From an optimization exercise on the open Yosys and OpenROAD flow, aimed at small area; shortcuts taken in it are not production practice. Power is estimated from default activity; no workload was simulated.

run G:
==> module macc_tree, before the edit <==
module macc_tree (
   input  [ 7:0] a,
   input  [ 7:0] b,
   input  [15:0] m,
   output [15:0] q
);
   wire n1, n2;
   macc_ha h0 ((a[0] & b[5]), (a[1] & b[4]), n1, n2);
   wire n3, n4;
   macc_fa u0 ((a[0] & b[6]), (a[1] & b[5]), (a[2] & b[4]), n3, n4);
   wire n5, n6;
   macc_ha h1 ((a[3] & b[3]), (a[4] & b[2]), n5, n6);
   wire n7, n8;
   macc_fa u1 ((a[0] & b[7]), (a[1] & b[6]), (a[2] & b[5]), n7, n8);
   wire n9, n10;
   macc_fa u2 ((a[3] & b[4]), (a[4] & b[3]), (a[5] & b[2]), n9, n10);
   wire n11, n12;
   macc_ha h2 ((a[6] & b[1]), (a[7] & b[0]), n11, n12);
   wire n13, n14;
   macc_fa u3 ((a[1] & b[7]), (a[2] & b[6]), (a[3] & b[5]), n13, n14);
   wire n15, n16;
   macc_fa u4 ((a[4] & b[4]), (a[5] & b[3]), (a[6] & b[2]), n15, n16);
   wire n17, n18;
   macc_ha h3 ((a[7] & b[1]), m[8], n17, n18);
   wire n19, n20;
   macc_fa u5 ((a[2] & b[7]), (a[3] & b[6]), (a[4] & b[5]), n19, n20);
   wire n21, n22;
   macc_fa u6 ((a[5] & b[4]), (a[6] & b[3]), (a[7] & b[2]), n21, n22);
   wire n23, n24;
   macc_fa u7 ((a[3] & b[7]), (a[4] & b[6]), (a[5] & b[5]), n23, n24);
   wire n25, n26;
   macc_ha h4 ((a[0] & b[3]), (a[1] & b[2]), n25, n26);
   wire n27, n28;
   macc_fa u8 ((a[0] & b[4]), (a[1] & b[3]), (a[2] & b[2]), n27, n28);
   wire n29, n30;
   macc_ha h5 ((a[3] & b[1]), (a[4] & b[0]), n29, n30);
   wire n31, n32;
   macc_fa u9 ((a[2] & b[3]), (a[3] & b[2]), (a[4] & b[1]), n31, n32);
   wire n33, n34;
   macc_fa u10 ((a[5] & b[0]), m[5], n1, n33, n34);
   wire n35, n36;
   macc_fa u11 ((a[5] & b[1]), (a[6] & b[0]), m[6], n35, n36);
   wire n37, n38;
   macc_fa u12 (n2, n5, n3, n37, n38);
   wire n39, n40;
   macc_fa u13 (m[7], n6, n11, n39, n40);
   wire n41, n42;
   macc_fa u14 (n4, n7, n9, n41, n42);
   wire n43, n44;
   macc_fa u15 (n12, n17, n10, n43, n44);
   wire n45, n46;
   macc_fa u16 (n8, n13, n15, n45, n46);
   wire n47, n48;
   macc_fa u17 (m[9], n18, n14, n47, n48);
   wire n49, n50;
   macc_fa u18 (n16, n19, n21, n49, n50);
   wire n51, n52;
   macc_fa u19 ((a[6] & b[4]), (a[7] & b[3]), m[10], n51, n52);
   wire n53, n54;
   macc_fa u20 (n20, n22, n23, n53, n54);
   wire n55, n56;
   macc_fa u21 ((a[4] & b[7]), (a[5] & b[6]), (a[6] & b[5]), n55, n56);
   wire n57, n58;
   macc_fa u22 ((a[7] & b[4]), m[11], n24, n57, n58);
   wire n59, n60;
   macc_fa u23 ((a[5] & b[7]), (a[6] & b[6]), (a[7] & b[5]), n59, n60);
   wire n61, n62;
   macc_ha h6 ((a[0] & b[2]), (a[1] & b[1]), n61, n62);
   wire n63, n64;
   macc_fa u24 ((a[2] & b[1]), (a[3] & b[0]), m[3], n63, n64);
   wire n65, n66;
   macc_fa u25 (m[4], n26, n29, n65, n66);
   wire n67, n68;
   macc_fa u26 (n30, n28, n31, n67, n68);
   wire n69, n70;
   macc_fa u27 (n32, n35, n34, n69, n70);
   wire n71, n72;
   macc_fa u28 (n36, n39, n38, n71, n72);
   wire n73, n74;
   macc_fa u29 (n40, n42, n43, n73, n74);
   wire n75, n76;
   macc_fa u30 (n44, n46, n47, n75, n76);
   wire n77, n78;
   macc_fa u31 (n51, n48, n50, n77, n78);
   wire n79, n80;
   macc_fa u32 (n52, n55, n54, n79, n80);
   wire n81, n82;
   macc_fa u33 (m[12], n56, n59, n81, n82);
   wire n83, n84;
   macc_fa u34 ((a[6] & b[7]), (a[7] & b[6]), m[13], n83, n84);
   wire n85, n86;
   macc_ha h7 ((a[0] & b[1]), (a[1] & b[0]), n85, n86);
   wire n87, n88;
   macc_fa u35 ((a[2] & b[0]), m[2], n61, n87, n88);
   wire n89, n90;
   macc_fa u36 (n62, n25, n63, n89, n90);
   wire n91, n92;
   macc_fa u37 (n64, n27, n65, n91, n92);
   wire n93, n94;
   macc_fa u38 (n66, n33, n67, n93, n94);
   wire n95, n96;
   macc_fa u39 (n68, n37, n69, n95, n96);
   wire n97, n98;
   macc_fa u40 (n41, n70, n71, n97, n98);
   wire n99, n100;
   macc_fa u41 (n45, n72, n73, n99, n100);
   wire n101, n102;
   macc_fa u42 (n49, n74, n75, n101, n102);
   wire n103, n104;
   macc_fa u43 (n53, n76, n77, n103, n104);
   wire n105, n106;
   macc_fa u44 (n57, n78, n79, n105, n106);
   wire n107, n108;
   macc_fa u45 (n58, n81, n80, n107, n108);
   wire n109, n110;
   macc_fa u46 (n60, n83, n82, n109, n110);
   wire n111, n112;
   macc_fa u47 ((a[7] & b[7]), m[14], n84, n111, n112);
   wire n113, n114;
   macc_ha h8 ((a[0] & b[0]), m[0], n113, n114);
   wire n115, n116;
   macc_fa u48 (m[1], n85, n114, n115, n116);
   wire n117, n118;
   macc_fa u49 (n86, n87, n116, n117, n118);
   wire n119, n120;
   macc_fa u50 (n88, n89, n118, n119, n120);
   wire n121, n122;
   macc_fa u51 (n90, n91, n120, n121, n122);
   wire n123, n124;
   macc_fa u52 (n92, n93, n122, n123, n124);
   wire [9:0] r0 = {m[15], n110, n108, n106, n104, n102, n100, n98, n96, n94};
   wire [9:0] r1 = {n112, n111, n109, n107, n105, n103, n101, n99, n97, n95};
   wire [9:0] rs = r0 + r1 + n124;
   assign q = {rs[9], rs[8], rs[7], rs[6], rs[5], rs[4], rs[3], rs[2], rs[1], rs[0], n123, n121, n119, n117, n115, n113};
endmodule
==> flow/config.mk <==
export PLATFORM = sky130hd
export DESIGN_NAME = iob_axil_macc
export DESIGN_NICKNAME = iob_axil_macc
export VERILOG_FILES = /design/flow/design.v
export SDC_FILE = /design/flow/constraint.sdc
export NUM_CORES = 4
export LEC_CHECK = 0
export CAP_MARGIN = 20
export CORE_MARGIN = 2
export CORE_UTILIZATION = 40
export SLEW_MARGIN = 20
export SYNTH_HIERARCHICAL = 1
export SYNTH_MINIMUM_KEEP_SIZE = 0
==> flow/constraint.sdc <==
create_clock -name core_clock -period 5.0 [get_ports {clk_i}]
set_input_delay 1.0000 -clock core_clock [delete_from_list [all_inputs] [get_ports {clk_i}]]
set_output_delay 1.0000 -clock core_clock [all_outputs]
set_load 0.01 [all_outputs]
standard.sh (not shown) runs the stock make flow with config.mk's settings and CLKGATE_MAP_FILE= SYNTH_SCRIPT=/design/flow/synth_recipe.tcl, a recipe that flattens the netlist after the stock synthesis.
==> flow/flow/run.sh <==
#!/bin/bash
bash standard.sh \
  "BUFFER_PORTS_ARGS=-buffer_cell sky130_fd_sc_hd__buf_1" \
  "CTS_ARGS=-sink_clustering_enable -repair_clock_nets -dont_use_dummy_load -buf_list sky130_fd_sc_hd__clkbuf_8 -sink_clustering_size 30" \
  finish > standard.log 2>&1
### run G -> run Z
diff --git a/flow/design.v b/flow/design.v
--- a/flow/design.v
+++ b/flow/design.v
@@ -776,16 +776,20 @@
    wire n119, n120;
    macc_fa u50 (n88, n89, n118, n119, n120);
    wire n121, n122;
    macc_fa u51 (n90, n91, n120, n121, n122);
    wire n123, n124;
    macc_fa u52 (n92, n93, n122, n123, n124);
-   wire [9:0] r0 = {m[15], n110, n108, n106, n104, n102, n100, n98, n96, n94};
-   wire [9:0] r1 = {n112, n111, n109, n107, n105, n103, n101, n99, n97, n95};
-   wire [9:0] rs = r0 + r1 + n124;
-   assign q = {rs[9], rs[8], rs[7], rs[6], rs[5], rs[4], rs[3], rs[2], rs[1], rs[0], n123, n121, n119, n117, n115, n113};
+   wire n125, n126;
+   macc_fa u53 (n94, n95, n124, n125, n126);
+   wire n127, n128;
+   macc_fa u54 (n96, n97, n126, n127, n128);
+   wire [7:0] r0 = {m[15], n110, n108, n106, n104, n102, n100, n98};
+   wire [7:0] r1 = {n112, n111, n109, n107, n105, n103, n101, n99};
+   wire [7:0] rs = r0 + r1 + n128;
+   assign q = {rs[7], rs[6], rs[5], rs[4], rs[3], rs[2], rs[1], rs[0], n127, n125, n123, n121, n119, n117, n115, n113};
 endmodule
 module macc_fa (
    input  x,
    input  y,
    input  z,
    output s,
Notes after the runs:
- Compared with run G, run Z is the more power-hungry design.
- The run showing the greater relative contribution of combinational cells to total power is run Z.
- In the tables for run Z and run G, area of the mapped netlist reads higher with run G.
- Comparing run Z and run G, switching power summed over all nets is lower on run Z.
- Worst hold slack after final layout in run Z vs run G: down 5.4 ps
- Compared with run G, in run Z post-layout minimum cycle time increased 250 ps; first-pass GRT wire length decreased 0.54%.
- Run Z finished all stages; however, its layout fails the closing checks, the failures being setup timing.
- Sort run Z and run G by final setup violation count, descending, and run Z comes first.
- In run Z relative to run G, total number of multi-input combinational cells had gone down by a few percent.
- Taking run G as the reference, in run Z adder and majority gate portion of the synthesized area rose 0.42 points; final worst-path cycle share moved up; final-layout clock buffer total essentially unchanged.
No functional check of the RTL was part of any run of this note.

[re-timing with driven ports]
In the flow no input, the clock included, has a driving cell. The finished layouts below were timed again as built, in two steps.
Step 1 assumes that a clkbuf_16 drives the clock port and a buf_2 every other input.
Step 2, shift: input delay + t, output delay - t, t = (earliest + latest rising clock arrival at the registers) / 2. This alone moves slack from input paths to output paths.
a / b / c = no drivers / after step 1 / after step 2; a / b = the first two.
run	t (ns)	setup slack, ns	worst setup path at the end	latest minus earliest clock arrival (ns)	worst register clock-pin slew, ns
run G	0.390	0.243 / 0.243 / 0.243	register to register	0.033 / 0.033	0.09 / 0.09
run Z	0.393	-0.009 / -0.009 / -0.009	register to register	0.030 / 0.030	0.09 / 0.09
